From an optimization exercise on the open Yosys and OpenROAD flow, aimed at small area; shortcuts taken in it are not production practice.
In this exercise RTL edits were held to simulation tests only and were not proved equivalent to the original.
The flow treats the clock pin as an ideal source, which a real chip does not have.
Power is estimated from default activity; no workload was simulated.

Setup of old:
==> flow/design.v (excerpt) <==
module jtcps1_tilemap(
    input              rst,
    input              clk,
    input              flip,
    input      [ 8:0]  vrender,  
    input      [ 2:0]  size,     
    input      [15:0]  hpos,
    input      [15:0]  vpos,
    input              start,
    input              stop,
    output reg         done,
    input      [ 5:0]  game,
    input      [15:0]  bank_offset,
    input      [15:0]  bank_mask,
    output reg [ 7:0]  tile_addr,
    input      [15:0]  tile_data,
    output reg [19:0]  rom_addr,     
    output reg         rom_half,     
    input      [31:0]  rom_data,
    output reg         rom_cs,
    input              rom_ok,
    output reg [ 8:0]  buf_addr,
    output reg [10:0]  buf_data,
    output reg         buf_wr
);
localparam [5:0] IDLE = 6'd0,
                 S1   = 6'd1,   
                 S2   = 6'd2,   
                 S3   = 6'd3,   
                 SW0  = 6'd4,   
                 SW1  = 6'd5,   
                 S4   = 6'd6,   
                 S5   = 6'd7,   
                 W0   = 6'd8,   
                 W1   = 6'd9,   
                 W2   = 6'd10,  
                 W3   = 6'd11,  
                 WE   = 6'd12;  
reg [ 5:0] st;
reg [15:0] code;
reg [31:0] pxl_data;
reg  [1:0] group;
reg        vflip;
reg        hflip;
reg  [4:0] pal;
wire       pixel = st[5];
wire [2:0] pcnt  = st[2:0];
wire [1:0] blk   = st[4:3];
wire [3:0] bank;
jtcps1_gfx_mappers u_mapper(
    .game       ( game            ),
    .size       ( size            ),
    .code       ( code[15:6]      ),
    .bank       ( bank            )
);
reg  [3:0] offset, mask;
wire       unmapped = bank==4'd0;
always @(*) begin
    case( bank )
        4'b0001: { offset, mask } = { bank_offset[ 3: 0], bank_mask[ 3: 0] };
        4'b0010: { offset, mask } = { bank_offset[ 7: 4], bank_mask[ 7: 4] };
        4'b0100: { offset, mask } = { bank_offset[11: 8], bank_mask[11: 8] };
        4'b1000: { offset, mask } = { bank_offset[15:12], bank_mask[15:12] };
        default: { offset, mask } = { 4'h0, 4'hf };
    endcase
end
wire [4:0] vn = vpos[4:0] + (vrender[4:0] ^ {5{flip}});
  ...
==> flow/config.mk <==
export PLATFORM = sky130hd
export DESIGN_NAME = jtcps1_tilemap
export DESIGN_NICKNAME = jtcps1_tilemap
export VERILOG_FILES = /design/flow/design.v
export SDC_FILE = /design/flow/constraint.sdc
export NUM_CORES = 4
export LEC_CHECK = 0
export CAP_MARGIN = 20
export CORE_MARGIN = 2
export CORE_UTILIZATION = 60
export GPL_TIMING_DRIVEN = 0
export SLEW_MARGIN = 20
==> flow/constraint.sdc <==
create_clock -name core_clock -period 10.0 [get_ports {clk}]
set_input_delay 2.0000 -clock core_clock [delete_from_list [all_inputs] [get_ports {clk}]]
set_output_delay 2.0000 -clock core_clock [all_outputs]
set_load 0.01 [all_outputs]
standard.sh (not shown) runs the stock make flow with config.mk's settings and CLKGATE_MAP_FILE= SYNTH_SCRIPT=/design/flow/synth_recipe.tcl, a recipe that flattens the netlist after the stock synthesis.
==> flow/flow/run.sh <==
#!/bin/bash
set -euo pipefail
export BUFFER_PORTS_ARGS="-buffer_cell sky130_fd_sc_hd__buf_1"
export CTS_ARGS="-repair_clock_nets -dont_use_dummy_load -buf_list sky130_fd_sc_hd__clkbuf_16"
bash standard.sh > flow_make.log 2>&1
old: flow completed, timing, DRC and antenna clean
Edits applied to the flow inputs when going from old to new:
Settings: swapping 60 for 40 in CORE_UTILIZATION; clearing GPL_TIMING_DRIVEN, which used to be 0.
==> flow/flow/run.sh <==
#!/bin/bash
# Own layout flow: the standard ORFS flow (standard.sh, unchanged synthesis)
# with smaller port buffers and a clock tree without dummy loads.
set -euo pipefail
# buffer every input and output port with the smallest buffer
export BUFFER_PORTS_ARGS="-buffer_cell sky130_fd_sc_hd__buf_1"
# clock tree: clkbuf_8 leaves on larger clusters, no dummy loads
export CTS_ARGS="-sink_clustering_enable -repair_clock_nets -dont_use_dummy_load -buf_list sky130_fd_sc_hd__clkbuf_8 -sink_clustering_size 30 -sink_clustering_max_diameter 100"
bash standard.sh > flow_make.log 2>&1
Results
- new went all the way through the flow, and no timing, DRC or antenna check failed.
- Relative to old, new degrades minimum clock period.
- Looking only at sequential share of layout area, and setting everything else aside, the higher value of new and old goes to new.
- Area taken by multi-input logic gates essentially unchanged between new and old.
- Cell count for new: 35 up relative to old
- new vs old: achievable clock frequency down slightly
- Non-clock buffer total of the final layout in new vs old: down about 22%

* * *

## lane 1
jtcps1_tilemap, a different RTL version from the one above (not shown whole).
Size: about 780 cells after synthesis, ~120 flip-flops, ~190 I/O pins.
==> flow/design.v (excerpt) <==
module jtcps1_tilemap(
    input              rst,
    input              clk,
    input              flip,
    input      [ 8:0]  vrender,  
    input      [ 2:0]  size,     
    input      [15:0]  hpos,
    input      [15:0]  vpos,
    input              start,
    input              stop,
    output reg         done,
    input      [ 5:0]  game,
    input      [15:0]  bank_offset,
    input      [15:0]  bank_mask,
    output reg [ 7:0]  tile_addr,
    input      [15:0]  tile_data,
    output reg [19:0]  rom_addr,     
    output reg         rom_half,     
    input      [31:0]  rom_data,
    output reg         rom_cs,
    input              rom_ok,
    output reg [ 8:0]  buf_addr,
    output reg [10:0]  buf_data,
    output reg         buf_wr
);
export LEC_CHECK = 0
export CAP_MARGIN = 20
export CORE_MARGIN = 2
export CORE_UTILIZATION = 65
export SLEW_MARGIN = 20
create_clock -name core_clock -period 10.0 [get_ports {clk}]
==> flow/flow/run.sh <==
#!/bin/bash
# Own layout flow: the standard ORFS flow (standard.sh, unchanged synthesis)
# with smaller port buffers and a clock tree without dummy loads.
set -euo pipefail
# buffer every input and output port with the smallest buffer
export BUFFER_PORTS_ARGS="-buffer_cell sky130_fd_sc_hd__buf_1"
# clock tree: clkbuf_8 leaves on larger clusters, no dummy loads
export CTS_ARGS="-sink_clustering_enable -repair_clock_nets -dont_use_dummy_load -buf_list sky130_fd_sc_hd__clkbuf_8 -sink_clustering_size 30 -sink_clustering_max_diameter 100"
bash standard.sh > flow_make.log 2>&1
#### Input delta (lane 4 over lane 1)
==> flow/flow/run.sh <==
#!/bin/bash
# Own layout flow: the standard ORFS flow (standard.sh, unchanged synthesis)
# with smaller port buffers, synthesis buffers removed before placement and a
# clock tree without dummy loads.
set -euo pipefail
export BUFFER_PORTS_ARGS="-buffer_cell sky130_fd_sc_hd__buf_1"
export REMOVE_ABC_BUFFERS=1
export CTS_ARGS="-sink_clustering_enable -repair_clock_nets -dont_use_dummy_load -buf_list sky130_fd_sc_hd__clkbuf_8"
bash standard.sh > flow_make.log 2>&1
-- flow/config.mk --
<<< lane 1, line 9
export CORE_MARGIN = 2
export CORE_UTILIZATION = 65
export SLEW_MARGIN = 20
>>> lane 4, line 9
export CORE_MARGIN = 2
export CORE_UTILIZATION = 40
export GPL_TIMING_DRIVEN = 0
export SLEW_MARGIN = 20
--- outcome ---
Every stage of the flow completed for lane 4, and the final layout passed the timing, design-rule and antenna checks. Diff lane 1 -> lane 4: share of power burned in registers increased 0.9 points; required time of the critical path decreased 0.02 ns. Lane 4 against lane 1: combinational power -7.3%; number of instances in the synthesized netlist now sits at about the same level; number of distinct standard cells referenced by the synthesized netlist held.

* * *

RTL: one of the versions met above, not the one the previous note started from.
Size: ~190 I/O pins.
Design jtcps1_tilemap, start of the top module:
module jtcps1_tilemap(
    input              rst,
    input              clk,
    input              flip,
    input      [ 8:0]  vrender,  
    input      [ 2:0]  size,     
    input      [15:0]  hpos,
    input      [15:0]  vpos,
    input              start,
    input              stop,
    output reg         done,
    input      [ 5:0]  game,
    input      [15:0]  bank_offset,
    input      [15:0]  bank_mask,
    output reg [ 7:0]  tile_addr,
    input      [15:0]  tile_data,
    output reg [19:0]  rom_addr,     
    output reg         rom_half,     
    input      [31:0]  rom_data,
    output reg         rom_cs,
    input              rom_ok,
    output reg [ 8:0]  buf_addr,
    output reg [10:0]  buf_data,
    output reg         buf_wr
);
Settings: LEC_CHECK=0, CAP_MARGIN=20, CORE_MARGIN=2, CORE_UTILIZATION=40, SLEW_MARGIN=20; clock period 10.0 ns.
run.sh (not shown) runs the stock make flow with config.mk's settings and CLKGATE_MAP_FILE= SYNTH_SCRIPT=/design/flow/synth_recipe.tcl, a recipe that flattens the netlist after the stock synthesis.
Stock flow here: none of the scripts above is used.
Then changed:
==> flow/flow/run.sh (new file) <==
#!/bin/bash
# Own layout flow: the standard ORFS flow (standard.sh, unchanged synthesis)
# with smaller port buffers and a clock tree without dummy loads.
set -euo pipefail
export BUFFER_PORTS_ARGS="-buffer_cell sky130_fd_sc_hd__buf_1"
export CTS_ARGS="-sink_clustering_enable -repair_clock_nets -dont_use_dummy_load -buf_list sky130_fd_sc_hd__clkbuf_8 -sink_clustering_size 50 -sink_clustering_max_diameter 300"
bash standard.sh > flow_make.log 2>&1
==> flow/standard.sh (new file) <==
#!/bin/bash
# synth_recipe.tcl (not shown) runs the flow's synth.tcl, then flattens the netlist and writes it again
# the make line also repeats each setting of config.mk as NAME=value (left out here)
make -C /OpenROAD-flow-scripts/flow DESIGN_CONFIG=/design/flow/config.mk WORK_HOME=/design/flow/orfs CLKGATE_MAP_FILE= SYNTH_SCRIPT=/design/flow/synth_recipe.tcl "${@:-finish}"
--- a/flow/config.mk
+++ b/flow/config.mk
@@ -10,2 +10,3 @@
 export CORE_UTILIZATION = 40
+export GPL_TIMING_DRIVEN = 0
 export SLEW_MARGIN = 20
removed: flow/run.sh
Effect: The changed run completed with no timing, DRC or antenna violations; worst setup slack is better by 0.52 ns; critical path depth climbs by 3; cell count climbs by a few percent; core utilization drops by 6.2 points.

* * *

== the baseline ==
Another version of the RTL of jtcps1_tilemap (not shown whole).
Size: ~740 cells after synthesis.
clock: 10.0 ns
lec_check: 0
cap_margin: 20
core_margin: 2
core_utilization: 40
gpl_timing_driven: 0
slew_margin: 20
standard.sh (not shown) runs the stock make flow with config.mk's settings and CLKGATE_MAP_FILE= SYNTH_SCRIPT=/design/flow/synth_recipe.tcl, a recipe that flattens the netlist after the stock synthesis.
==> flow/flow/run.sh <==
#!/bin/bash
# Own layout flow: the standard ORFS flow (standard.sh, unchanged synthesis)
# with smaller port buffers, synthesis buffers removed before placement, and a
# clock tree whose last level is one clock buffer per cluster of flip-flops
# (flow/clock_leaves.tcl, run just before clock_tree_synthesis, which then
# builds the tree from the clock port to those buffers).
set -euo pipefail
HERE=$(cd "$(dirname "$0")"; pwd)
export BUFFER_PORTS_ARGS="-buffer_cell sky130_fd_sc_hd__buf_1"
export REMOVE_ABC_BUFFERS=1
export PRE_CTS_TCL="$HERE/clock_leaves.tcl"
export LEAF_K=10
export CTS_ARGS="-clk_nets clk -sink_clustering_enable -repair_clock_nets -dont_use_dummy_load -buf_list sky130_fd_sc_hd__clkbuf_8"
bash standard.sh > flow_make.log 2>&1
==> flow/flow/clock_leaves.tcl <==
# Pre-CTS: group the flip-flops into K clusters (k-means on their placed
# locations) and give each cluster its own clock buffer at the cluster centre;
# clock_tree_synthesis then builds the tree from the clock port to these
# buffers.
set K [expr {[info exists ::env(LEAF_K)] ? $::env(LEAF_K) : 10}]
set LEAF sky130_fd_sc_hd__clkbuf_8
set db [ord::get_db]; set block [[$db getChip] getBlock]
set bnet [$block findNet clk]
set its {}; set xs {}; set ys {}
foreach it [$bnet getITerms] {
  set b [[$it getInst] getBBox]
  lappend its $it; lappend xs [expr {([$b xMin]+[$b xMax])/2}]; lappend ys [expr {([$b yMin]+[$b yMax])/2}]
}
set N [llength $its]
set idx [lsort -integer -indices $xs]
set cx {}; set cy {}
for {set c 0} {$c < $K} {incr c} { set j [lindex $idx [expr {int(($c+0.5)*$N/$K)}]]; lappend cx [lindex $xs $j]; lappend cy [lindex $ys $j] }
for {set iter 0} {$iter < 100} {incr iter} {
  set asg {}
  for {set i 0} {$i < $N} {incr i} {
    set best 0; set bd 1e30
    for {set c 0} {$c < $K} {incr c} {
      set d [expr {abs([lindex $xs $i]-[lindex $cx $c]) + abs([lindex $ys $i]-[lindex $cy $c])}]
      if {$d < $bd} {set bd $d; set best $c}
    }
    lappend asg $best
  }
  for {set c 0} {$c < $K} {incr c} { set sx($c) 0.0; set sy($c) 0.0; set cnt($c) 0 }
  for {set i 0} {$i < $N} {incr i} { set c [lindex $asg $i]; set sx($c) [expr {$sx($c)+[lindex $xs $i]}]; set sy($c) [expr {$sy($c)+[lindex $ys $i]}]; incr cnt($c) }
  set cx {}; set cy {}
  for {set c 0} {$c < $K} {incr c} { set m [expr {max($cnt($c),1)}]; lappend cx [expr {$sx($c)/$m}]; lappend cy [expr {$sy($c)/$m}] }
}
for {set c 0} {$c < $K} {incr c} {
  if {$cnt($c) == 0} continue
  set net($c) [odb::dbNet_create $block clknet_leaf_$c]
  $net($c) setSigType CLOCK
  set inst [odb::dbInst_create $block [$db findMaster $LEAF] clkbuf_leaf_$c]
  $inst setLocation [expr {int([lindex $cx $c])}] [expr {int([lindex $cy $c])}]
  $inst setPlacementStatus PLACED
  [$inst findITerm X] connect $net($c)
  [$inst findITerm A] connect $bnet
  puts "clock leaf $c: $cnt($c) flip-flops"
}
for {set i 0} {$i < $N} {incr i} { set it [lindex $its $i]; $it disconnect; $it connect $net([lindex $asg $i]) }
Setup changes, the baseline to the candidate
diff --git a/flow/flow/run.sh b/flow/flow/run.sh
--- a/flow/flow/run.sh
+++ b/flow/flow/run.sh
@@ -12 +12 @@
-export LEAF_K=10
+export LEAF_K=11
diff --git a/flow/flow/clock_leaves.tcl b/flow/flow/clock_leaves.tcl
--- a/flow/flow/clock_leaves.tcl
+++ b/flow/flow/clock_leaves.tcl
@@ -5 +5 @@
-set K [expr {[info exists ::env(LEAF_K)] ? $::env(LEAF_K) : 10}]
+set K [expr {[info exists ::env(LEAF_K)] ? $::env(LEAF_K) : 11}]
Notes after the runs:
The run showing the greater portion of total power attributed to combinational logic is the baseline.
Between the baseline and the candidate, the clock-pin slew on the worst setup and hold paths figures differ only marginally.
Compared with the baseline, in the candidate via density per instance stayed essentially flat; minimum clock period neither gained nor lost much; maximum fanout along the worst path held steady.
Re port buffer count: no difference whatsoever between the baseline and the candidate.
The candidate falls short of the baseline in power.

what the ideal ports hide:
In the flow no input, the clock included, has a driving cell. The finished layouts below were timed again as built, in two steps.
Step 1 sets driving cells, clkbuf_16 on the clock port and buf_2 on the other inputs (assumed; they add their load-dependent delay and slew).
Step 2, shift: input delay + t, output delay - t, t = (earliest + latest rising clock arrival at the registers) / 2. This alone moves slack from input paths to output paths.
a / b / c = ideal ports / drivers / drivers and shift; a / b = the first two.
| run | t, ns | setup slack, ns | worst setup path at the end | slew at the worst register clock pin (ns) |
|---|---|---|---|---|
| old | 0.457 | 4.679 / 4.697 / 4.241 | input to register | 0.06 / 0.06 |
| new | 0.474 | 4.636 / 4.649 / 4.175 | input to register | 0.09 / 0.09 |
| lane 1 | 0.477 | 4.934 / 4.950 / 4.473 | input to register | 0.09 / 0.09 |
| lane 4 | 0.456 | 4.715 / 4.728 / 4.272 | input to register | 0.08 / 0.08 |
| the first run of note 3 | 0.456 | 4.196 / 4.204 / 3.749 | input to register | 0.07 / 0.07 |
| the second run of note 3 | 0.460 | 4.720 / 4.736 / 4.276 | input to register | 0.09 / 0.09 |
| the baseline | 0.477 | 4.536 / 4.551 / 4.074 | input to register | 0.12 / 0.12 |
| the candidate | 0.487 | 4.535 / 4.553 / 4.066 | input to register | 0.10 / 0.10 |
After both steps setup and hold are still met in every run listed. The setup slack of the candidate, which loses most, moves by +0.018 ns with the drivers and by -0.469 ns with both steps.
